Context: an optimization exercise on an open-source flow, tuned for small area, a short achievable clock period and few clock cycles. The choices shown serve that exercise and are no tape-out recipe.
Only simulation tests tie the RTL to the original design; equivalence was not proved.
Power figures rest on the tool's default switching activity, not on a simulated workload.

==> v18 <==
Design rc4, start of the top module:
module rc4(clk,
rst,
key_start,
ct_we,
ct_addr,
ct_data,
pt_addr,
pt_data,
found,
failed,
key
);
==> module rc4, before the edit <==
module rc4(clk,
rst,
key_start,
ct_we,
ct_addr,
ct_data,
pt_addr,
pt_data,
found,
failed,
key
);
input wire clk;
input wire rst;
input wire [23:0] key_start;
input wire ct_we;
input wire [4:0] ct_addr;
input wire [7:0] ct_data;
input wire [4:0] pt_addr;
output wire [7:0] pt_data;
output reg found;
output reg failed;
output wire [23:0] key;
reg [2047:0] S;           
reg [7:0] rot;            
reg [7:0] c;              
reg [7:0] xreg;           
reg [7:0] yreg;           
reg [7:0] qw;             
reg [7:0] j;              
reg [7:0] tv;             
reg [4:0] n;              
reg [1:0] m3;             
reg [23:0] kreg;          
reg s_init, s_ksa, s_c2, s_c3, s_chk;
reg [7:0] e_mem [0:31];   
reg [7:0] d_mem [0:31];   
wire [7:0] r0 = S[7:0];
wire [7:0] y = s_ksa ? r0 : yreg;
wire [7:0] q = c + y;
wire [7:0] port = S[{q, 3'b000} +: 8];
wire       we = s_ksa | s_c2 | s_c3;
wire [7:0] waddr = s_c3 ? qw : q;
wire [7:0] x = s_ksa ? r0 : xreg;
wire [7:0] pt = tv ^ e_mem[n];
wire pass = (pt == 8'h20) || ((pt >= 8'h61) && (pt <= 8'h7a));
wire keyend = (kreg >= 24'h3fffff);
wire init = s_init | (s_chk & ~pass & ~keyend);
wire [2047:0] D;
genvar p;
generate
  for (p = 0; p < 255; p = p + 1) begin : g_s
    wire sel = we & (waddr == p + 1);
    assign D[8*p +: 8] = init ? p : (sel ? x : S[8*(p+1) +: 8]);
  end
endgenerate
wire sel255 = we & (waddr == 8'd0);
assign D[2047:2040] = init ? 8'd255 : (s_ksa ? port : (sel255 ? x : r0));
wire [7:0] D1 = D[15:8];
reg [7:0] kb_next;
always @(*) begin
  case (m3)
    2'd0: kb_next = kreg[15:8];
    2'd1: kb_next = kreg[7:0];
    default: kb_next = kreg[23:16];
  endcase
end
wire [23:0] kinc = kreg + 24'd1;
always @(posedge clk) begin
  S <= D;
  rot <= init ? 8'd0 : rot + 8'd1;
  if (ct_we)
    e_mem[ct_addr] <= ct_data;
  if (s_chk)
    d_mem[n] <= pt;
end
always @(posedge clk) begin
  if (rst) begin
    kreg <= key_start;
    found <= 1'b0;
    failed <= 1'b0;
    s_init <= 1'b1;
    s_ksa <= 1'b0;
    s_c2 <= 1'b0;
    s_c3 <= 1'b0;
    s_chk <= 1'b0;
  end else begin
    s_init <= 1'b0;
    if (s_init) begin
      c <= kreg[23:16];
      m3 <= 2'd0;
      n <= 5'd0;
      j <= 8'd0;
      yreg <= 8'd0;
      s_ksa <= 1'b1;
    end
    if (s_ksa) begin
      m3 <= (m3 == 2'd2) ? 2'd0 : m3 + 2'd1;
      if (rot == 8'd255) begin
        c <= 8'd0;
        yreg <= D1;
        xreg <= D1;
        s_ksa <= 1'b0;
        s_c2 <= 1'b1;
      end else
        c <= q + kb_next - 8'd1;
    end
    if (s_c2) begin
      j <= j + yreg;
      c <= yreg - rot - 8'd1;
      yreg <= port;
      xreg <= port;
      qw <= {3'b000, n} - rot;
      s_c2 <= 1'b0;
      s_c3 <= 1'b1;
    end
    if (s_c3) begin
      tv <= (q == qw) ? xreg : port;
      c <= {3'b000, n} + 8'd1 - rot;
      yreg <= 8'd0;
      s_c3 <= 1'b0;
      s_chk <= 1'b1;
    end
    if (s_chk) begin
      s_chk <= 1'b0;
      if (pass) begin
        if (n == 5'd31)
          found <= 1'b1;
        else begin
          n <= n + 5'd1;
          xreg <= port;
          yreg <= port;
          c <= j - rot - 8'd1;
          s_c2 <= 1'b1;
        end
      end else if (keyend)
        failed <= 1'b1;
      else begin
        kreg <= kinc;
        c <= kinc[23:16];
        m3 <= 2'd0;
        n <= 5'd0;
        j <= 8'd0;
        yreg <= 8'd0;
        s_ksa <= 1'b1;
      end
    end
  end
end
assign pt_data = d_mem[pt_addr];
assign key = kreg;
endmodule
clock: 8.0 ns
lec_check: 0
cap_margin: 20
core_margin: 2
core_utilization: 45
place_density: 0.6
slew_margin: 20
run.sh (not shown) runs the stock make flow with config.mk's settings and CLKGATE_MAP_FILE= SYNTH_SCRIPT=/design/flow/synth_recipe.tcl, a recipe that flattens the netlist after the stock synthesis.
==> v2 (differences from v18) <==
--- a/flow/design.v
+++ b/flow/design.v
@@ -37,3 +37,3 @@
 reg [7:0] e_mem [0:31];   
-reg [7:0] d_mem [0:31];   
+reg [4:0] d_mem [0:31];
 wire [7:0] r0 = S[7:0];
@@ -75,3 +75,3 @@
   if (s_chk)
-    d_mem[n] <= pt;
+    d_mem[n] <= pt[4:0];
 end
@@ -150,3 +150,4 @@
 end
-assign pt_data = d_mem[pt_addr];
+wire [4:0] pt_low = d_mem[pt_addr];
+assign pt_data = {1'b0, |pt_low, 1'b1, pt_low};
 assign key = kreg;
CORE_UTILIZATION = 55   (was 45)
PLACE_DENSITY = 0.65   (was 0.6)
SETUP_SLACK_MARGIN = 2.5   (was not set)
TNS_END_PERCENT = 20   (was not set)
==> comparison table <==
item                                                                             v18                       v2
Post-synthesis mux area share                                                  15.0%                    15.8%
Number of diodes added for antenna fixing                                          8                        2
Filler cell count in the final layout                                          22200                    16100
Vias in the first global route                                                 84100                    79300
Outcome                                                      complete, no violations  complete, no violations
Clock-cell share of area                                                       7.68%                    7.35%
Count of cells resized by post-cts repair                                          0                       46
Met3 usage in global routing                                                   7.02%                    5.78%
Synthesized-area fraction occupied by and/or/nand/nor cells                    11.8%                    11.7%
Pre-CTS worst setup slack                                                    1.37 ns                  1.63 ns
Sequential element share of the synthesized area                               51.5%                    51.0%
WL met1                                                                       159 mm                   137 mm
Power of the combinational group                                             9.35 mW                  9.06 mW
Die extent in y                                                               509 µm                   452 µm
Setup repair after global routing missed its margin                            false                     true
Placed Cells                                                                   13400                    12300
Detailed-router iteration count before antenna repair                              7                        8
Multi-input gate area                                                      51800 µm²                50100 µm²
Sequential share of cell area                                                  46.1%                    46.2%
Crit path time final                                                         6.62 ns                  5.52 ns
Starting DRT DRC Count                                                         10300                    10100
Sequential fraction of design power                                            38.6%                    39.3%
Initial antenna violation count                                                   15                        9
Worst slack on hold paths                                                   0.453 ns                 0.463 ns
Cell area power density                                                   296 nW/µm²               295 nW/µm²
Testbench counts of v18, summed over its fixed seeds: cycles 183,002.
Testbench counts of v2, summed over its fixed seeds: cycles 183,002.

==> inputs of exp/tundra <==
==> flow/design.v <==
`default_nettype none
module rc4(clk,
rst,
key_start,
ct_we,
ct_addr,
ct_data,
pt_addr,
pt_data,
found,
failed,
key
);
input wire clk;
input wire rst;
input wire [23:0] key_start;
input wire ct_we;
input wire [4:0] ct_addr;
input wire [7:0] ct_data;
input wire [4:0] pt_addr;
output wire [7:0] pt_data;
output reg found;
output reg failed;
output wire [23:0] key;
reg [2047:0] S;           
reg [7:0] rot;            
reg [7:0] c;              
reg [7:0] xreg;           
reg [7:0] yreg;           
reg [7:0] tbase;          
reg [7:0] j;              
reg [7:0] tv;             
reg [4:0] n;              
reg [1:0] m3;             
reg [23:0] kreg;          
reg s_init, s_ksa, s_c2, s_w, s_t, s_chk;
reg [7:0] e_mem [0:31];   
reg [7:0] d_mem [0:31];   
wire [7:0] r0 = S[7:0];
wire [7:0] y = s_ksa ? r0 : yreg;
wire [7:0] ap = c ^ y;
wire [7:0] ag = c & y;
wire [7:0] ao = c | y;
wire [3:0] tm [0:7];
assign tm[0] = {2'b00, ap[0], ~ap[0]};
genvar ii;
generate
  for (ii = 1; ii < 8; ii = ii + 1) begin : g_tm
    assign tm[ii][0] = ~(ap[ii] ^ ao[ii-1]);         
    assign tm[ii][1] = ~(ap[ii] ^ ag[ii-1]);         
    assign tm[ii][2] =  (ap[ii] ^ ao[ii-1]);         
    assign tm[ii][3] =  (ap[ii] ^ ag[ii-1]);         
  end
endgenerate
wire       we = s_ksa | s_c2 | s_w;
wire [255:0] dec;
wire [255:0] wsel;
genvar k;
generate
  for (k = 0; k < 256; k = k + 1) begin : g_dec
    localparam [7:0] KK = k;
    wire g01 = tm[0][{1'b0, KK[0]}] & tm[1][{KK[1], KK[0]}];
    wire g23 = tm[2][{KK[2], KK[1]}] & tm[3][{KK[3], KK[2]}];
    wire g45 = tm[4][{KK[4], KK[3]}] & tm[5][{KK[5], KK[4]}];
    wire g67 = tm[6][{KK[6], KK[5]}] & tm[7][{KK[7], KK[6]}];
    assign dec[k] = g01 & g23 & g45 & g67;
    assign wsel[k] = we & g01 & g23 & g45 & g67;
  end
endgenerate
wire [7:0] rd;
genvar b;
generate
  for (b = 0; b < 8; b = b + 1) begin : g_rd
    wire [255:0] terms;
    for (k = 0; k < 256; k = k + 1) begin : g_t
      assign terms[k] = dec[k] & S[8*k + b];
    end
    assign rd[b] = |terms;
  end
endgenerate
wire [7:0] x = s_ksa ? r0 : xreg;
wire [7:0] pt = tv ^ e_mem[n];
wire pass = (pt == 8'h20) || ((pt >= 8'h61) && (pt <= 8'h7a));
wire keyend = (kreg >= 24'h3fffff);
wire init = s_init | (s_chk & ~pass & ~keyend);
wire [2047:0] D;
genvar p;
generate
  for (p = 0; p < 255; p = p + 1) begin : g_s
    assign D[8*p +: 8] = init ? p : (wsel[p+1] ? x : S[8*(p+1) +: 8]);
  end
endgenerate
assign D[2047:2040] = init ? 8'd255 : (s_ksa ? rd : (wsel[0] ? x : r0));
wire [7:0] D1 = D[15:8];
reg [7:0] kb_next;
always @(*) begin
  case (m3)
    2'd0: kb_next = kreg[15:8];
    2'd1: kb_next = kreg[7:0];
    default: kb_next = kreg[23:16];
  endcase
end
wire [7:0] ksum = c + y;   
wire [23:0] kinc = kreg + 24'd1;
always @(posedge clk) begin
  S <= D;
  rot <= init ? 8'd0 : rot + 8'd1;
  if (ct_we)
    e_mem[ct_addr] <= ct_data;
  if (s_chk)
    d_mem[n] <= pt;
end
always @(posedge clk) begin
  if (rst) begin
    kreg <= key_start;
    found <= 1'b0;
    failed <= 1'b0;
    s_init <= 1'b1;
    s_ksa <= 1'b0;
    s_c2 <= 1'b0;
    s_w <= 1'b0;
    s_t <= 1'b0;
    s_chk <= 1'b0;
  end else begin
    s_init <= 1'b0;
    if (s_init) begin
      c <= kreg[23:16];
      m3 <= 2'd0;
      n <= 5'd0;
      j <= 8'd0;
      yreg <= 8'd0;
      s_ksa <= 1'b1;
    end
    if (s_ksa) begin
      m3 <= (m3 == 2'd2) ? 2'd0 : m3 + 2'd1;
      if (rot == 8'd255) begin
        c <= 8'd0;
        yreg <= D1;
        xreg <= D1;
        s_ksa <= 1'b0;
        s_c2 <= 1'b1;
      end else
        c <= kb_next + (ksum - 8'd1);
    end
    if (s_c2) begin
      j <= j + yreg;
      tbase <= yreg - rot - 8'd2;
      c <= {3'b000, n} - rot;
      yreg <= 8'd0;
      xreg <= rd;
      s_c2 <= 1'b0;
      s_w <= 1'b1;
    end
    if (s_w) begin
      c <= tbase;
      yreg <= xreg;
      s_w <= 1'b0;
      s_t <= 1'b1;
    end
    if (s_t) begin
      tv <= rd;
      c <= {3'b000, n} + 8'd1 - rot;
      yreg <= 8'd0;
      s_t <= 1'b0;
      s_chk <= 1'b1;
    end
    if (s_chk) begin
      s_chk <= 1'b0;
      if (pass) begin
        if (n == 5'd31)
          found <= 1'b1;
        else begin
          n <= n + 5'd1;
          xreg <= rd;
          yreg <= rd;
          c <= j - rot - 8'd1;
          s_c2 <= 1'b1;
        end
      end else if (keyend)
        failed <= 1'b1;
      else begin
        kreg <= kinc;
        c <= kinc[23:16];
        m3 <= 2'd0;
        n <= 5'd0;
        j <= 8'd0;
        yreg <= 8'd0;
        s_ksa <= 1'b1;
      end
    end
  end
end
assign pt_data = d_mem[pt_addr];
assign key = kreg;
endmodule
==> flow/run.sh <==
#!/bin/bash
# synth_recipe.tcl (not shown) runs the flow's synth.tcl, then flattens the netlist and writes it again
# the make line also repeats each setting of config.mk as NAME=value (left out here)
make -C /OpenROAD-flow-scripts/flow DESIGN_CONFIG=/design/flow/config.mk WORK_HOME=/design/flow/orfs CLKGATE_MAP_FILE= SYNTH_SCRIPT=/design/flow/synth_recipe.tcl finish
==> flow/config.mk <==
export PLATFORM = sky130hd
export DESIGN_NAME = rc4
export DESIGN_NICKNAME = rc4
export VERILOG_FILES = /design/flow/design.v
export SDC_FILE = /design/flow/constraint.sdc
export NUM_CORES = 4
export LEC_CHECK = 0
export CAP_MARGIN = 20
export CORE_MARGIN = 2
export CORE_UTILIZATION = 40
export PLACE_DENSITY = 0.6
export SETUP_SLACK_MARGIN = 2.5
export SLEW_MARGIN = 20
export TNS_END_PERCENT = 20
==> flow/constraint.sdc <==
create_clock -name core_clock -period 8.0 [get_ports {clk}]
set_input_delay 1.6000 -clock core_clock [delete_from_list [all_inputs] [get_ports {clk}]]
set_output_delay 1.6000 -clock core_clock [all_outputs]
set_load 0.01 [all_outputs]
==> exp/fjord: changes against exp/tundra <==
==> flow/design.v, changed modules only <==
module rc4(clk,
rst,
key_start,
ct_we,
ct_addr,
ct_data,
pt_addr,
pt_data,
found,
failed,
key
);
input wire clk;
input wire rst;
input wire [23:0] key_start;
input wire ct_we;
input wire [4:0] ct_addr;
input wire [7:0] ct_data;
input wire [4:0] pt_addr;
output wire [7:0] pt_data;
output reg found;
output reg failed;
output wire [23:0] key;
reg [2047:0] S;           
reg [7:0] rot;            
reg [7:0] c;              
reg [7:0] xreg;           
reg [7:0] yreg;           
reg [7:0] qw;             
reg [7:0] j;              
reg [7:0] tv;             
reg [4:0] n;              
reg [1:0] m3;             
reg [23:0] kreg;          
reg s_init, s_ksa, s_c2, s_c3, s_chk;
reg [7:0] e_mem [0:31];   
reg [4:0] d_mem [0:31];
wire [7:0] r0 = S[7:0];
wire [7:0] y = s_ksa ? r0 : yreg;
wire [7:0] q = c + y;
wire [7:0] port = S[{q, 3'b000} +: 8];
wire       we = s_ksa | s_c2 | s_c3;
wire [7:0] waddr = s_c3 ? qw : q;
wire [7:0] x = s_ksa ? r0 : xreg;
wire [7:0] pt = tv ^ e_mem[n];
wire pass = (pt == 8'h20) || ((pt >= 8'h61) && (pt <= 8'h7a));
wire keyend = (kreg >= 24'h3fffff);
wire init = s_init | (s_chk & ~pass & ~keyend);
wire [2047:0] D;
genvar p;
generate
  for (p = 0; p < 255; p = p + 1) begin : g_s
    wire sel = we & (waddr == p + 1);
    assign D[8*p +: 8] = init ? p : (sel ? x : S[8*(p+1) +: 8]);
  end
endgenerate
wire sel255 = we & (waddr == 8'd0);
assign D[2047:2040] = init ? 8'd255 : (s_ksa ? port : (sel255 ? x : r0));
wire [7:0] D1 = D[15:8];
reg [7:0] kb_next;
always @(*) begin
  case (m3)
    2'd0: kb_next = kreg[15:8];
    2'd1: kb_next = kreg[7:0];
    default: kb_next = kreg[23:16];
  endcase
end
wire [23:0] kinc = kreg + 24'd1;
always @(posedge clk) begin
  S <= D;
  rot <= init ? 8'd0 : rot + 8'd1;
  if (ct_we)
    e_mem[ct_addr] <= ct_data;
  if (s_chk)
    d_mem[n] <= pt[4:0];
end
always @(posedge clk) begin
  if (rst) begin
    kreg <= key_start;
    found <= 1'b0;
    failed <= 1'b0;
    s_init <= 1'b1;
    s_ksa <= 1'b0;
    s_c2 <= 1'b0;
    s_c3 <= 1'b0;
    s_chk <= 1'b0;
  end else begin
    s_init <= 1'b0;
    if (s_init) begin
      c <= kreg[23:16];
      m3 <= 2'd0;
      n <= 5'd0;
      j <= 8'd0;
      yreg <= 8'd0;
      s_ksa <= 1'b1;
    end
    if (s_ksa) begin
      m3 <= (m3 == 2'd2) ? 2'd0 : m3 + 2'd1;
      if (rot == 8'd255) begin
        c <= 8'd0;
        yreg <= D1;
        xreg <= D1;
        s_ksa <= 1'b0;
        s_c2 <= 1'b1;
      end else
        c <= q + kb_next - 8'd1;
    end
    if (s_c2) begin
      j <= j + yreg;
      c <= yreg - rot - 8'd1;
      yreg <= port;
      xreg <= port;
      qw <= {3'b000, n} - rot;
      s_c2 <= 1'b0;
      s_c3 <= 1'b1;
    end
    if (s_c3) begin
      tv <= (q == qw) ? xreg : port;
      c <= {3'b000, n} + 8'd1 - rot;
      yreg <= 8'd0;
      s_c3 <= 1'b0;
      s_chk <= 1'b1;
    end
    if (s_chk) begin
      s_chk <= 1'b0;
      if (pass) begin
        if (n == 5'd31)
          found <= 1'b1;
        else begin
          n <= n + 5'd1;
          xreg <= port;
          yreg <= port;
          c <= j - rot - 8'd1;
          s_c2 <= 1'b1;
        end
      end else if (keyend)
        failed <= 1'b1;
      else begin
        kreg <= kinc;
        c <= kinc[23:16];
        m3 <= 2'd0;
        n <= 5'd0;
        j <= 8'd0;
        yreg <= 8'd0;
        s_ksa <= 1'b1;
      end
    end
  end
end
wire [4:0] pt_low = d_mem[pt_addr];
assign pt_data = {1'b0, |pt_low, 1'b1, pt_low};
assign key = kreg;
endmodule
CORE_UTILIZATION = 45   (was 40)
SETUP_SLACK_MARGIN = 2   (was 2.5)
==> summary.txt <==
exp/fjord finished clean. exp/tundra ended with an error in global routing (5_1_grt).
Of exp/fjord and exp/tundra, exp/tundra has the higher synthesized cell count (gap 14%, measured against exp/tundra).
Of exp/fjord and exp/tundra, exp/tundra has the higher synthesized area (gap about 3.6%, measured against exp/tundra).
Testbench counts of exp/tundra, summed over its fixed seeds: cycles 184,996.
Testbench counts of exp/fjord, summed over its fixed seeds: cycles 183,002.

what the ideal ports hide:
The flow's constraints put no driver on any port. The routed layouts listed below were extracted and timed again, unchanged, in two steps.
Step 1: set_driving_cell puts a clkbuf_16 on clk and a buf_2 on each other input, an assumption about the parent block.
Step 2 moves the port delays by t, midway between the first and last clock arrival at a register: inputs arrive t later, outputs are due t later. That takes back most of the time a late clock gives input paths.
Three values: ideal, step 1, step 2; two values: the first two.
run	t, ns	setup WS [ns]	slew at the worst register clock pin (ns)
v18	1.035	1.378 / 1.378 / 1.378	0.07 / 0.07
v2	0.996	2.478 / 2.473 / 2.473	0.07 / 0.07
exp/fjord	1.016	1.979 / 1.979 / 1.979	0.07 / 0.07
After both steps setup and hold are still met in every run listed. For v2, which loses most, drivers alone change the setup slack by -0.005 ns; drivers and shift together by -0.005 ns.
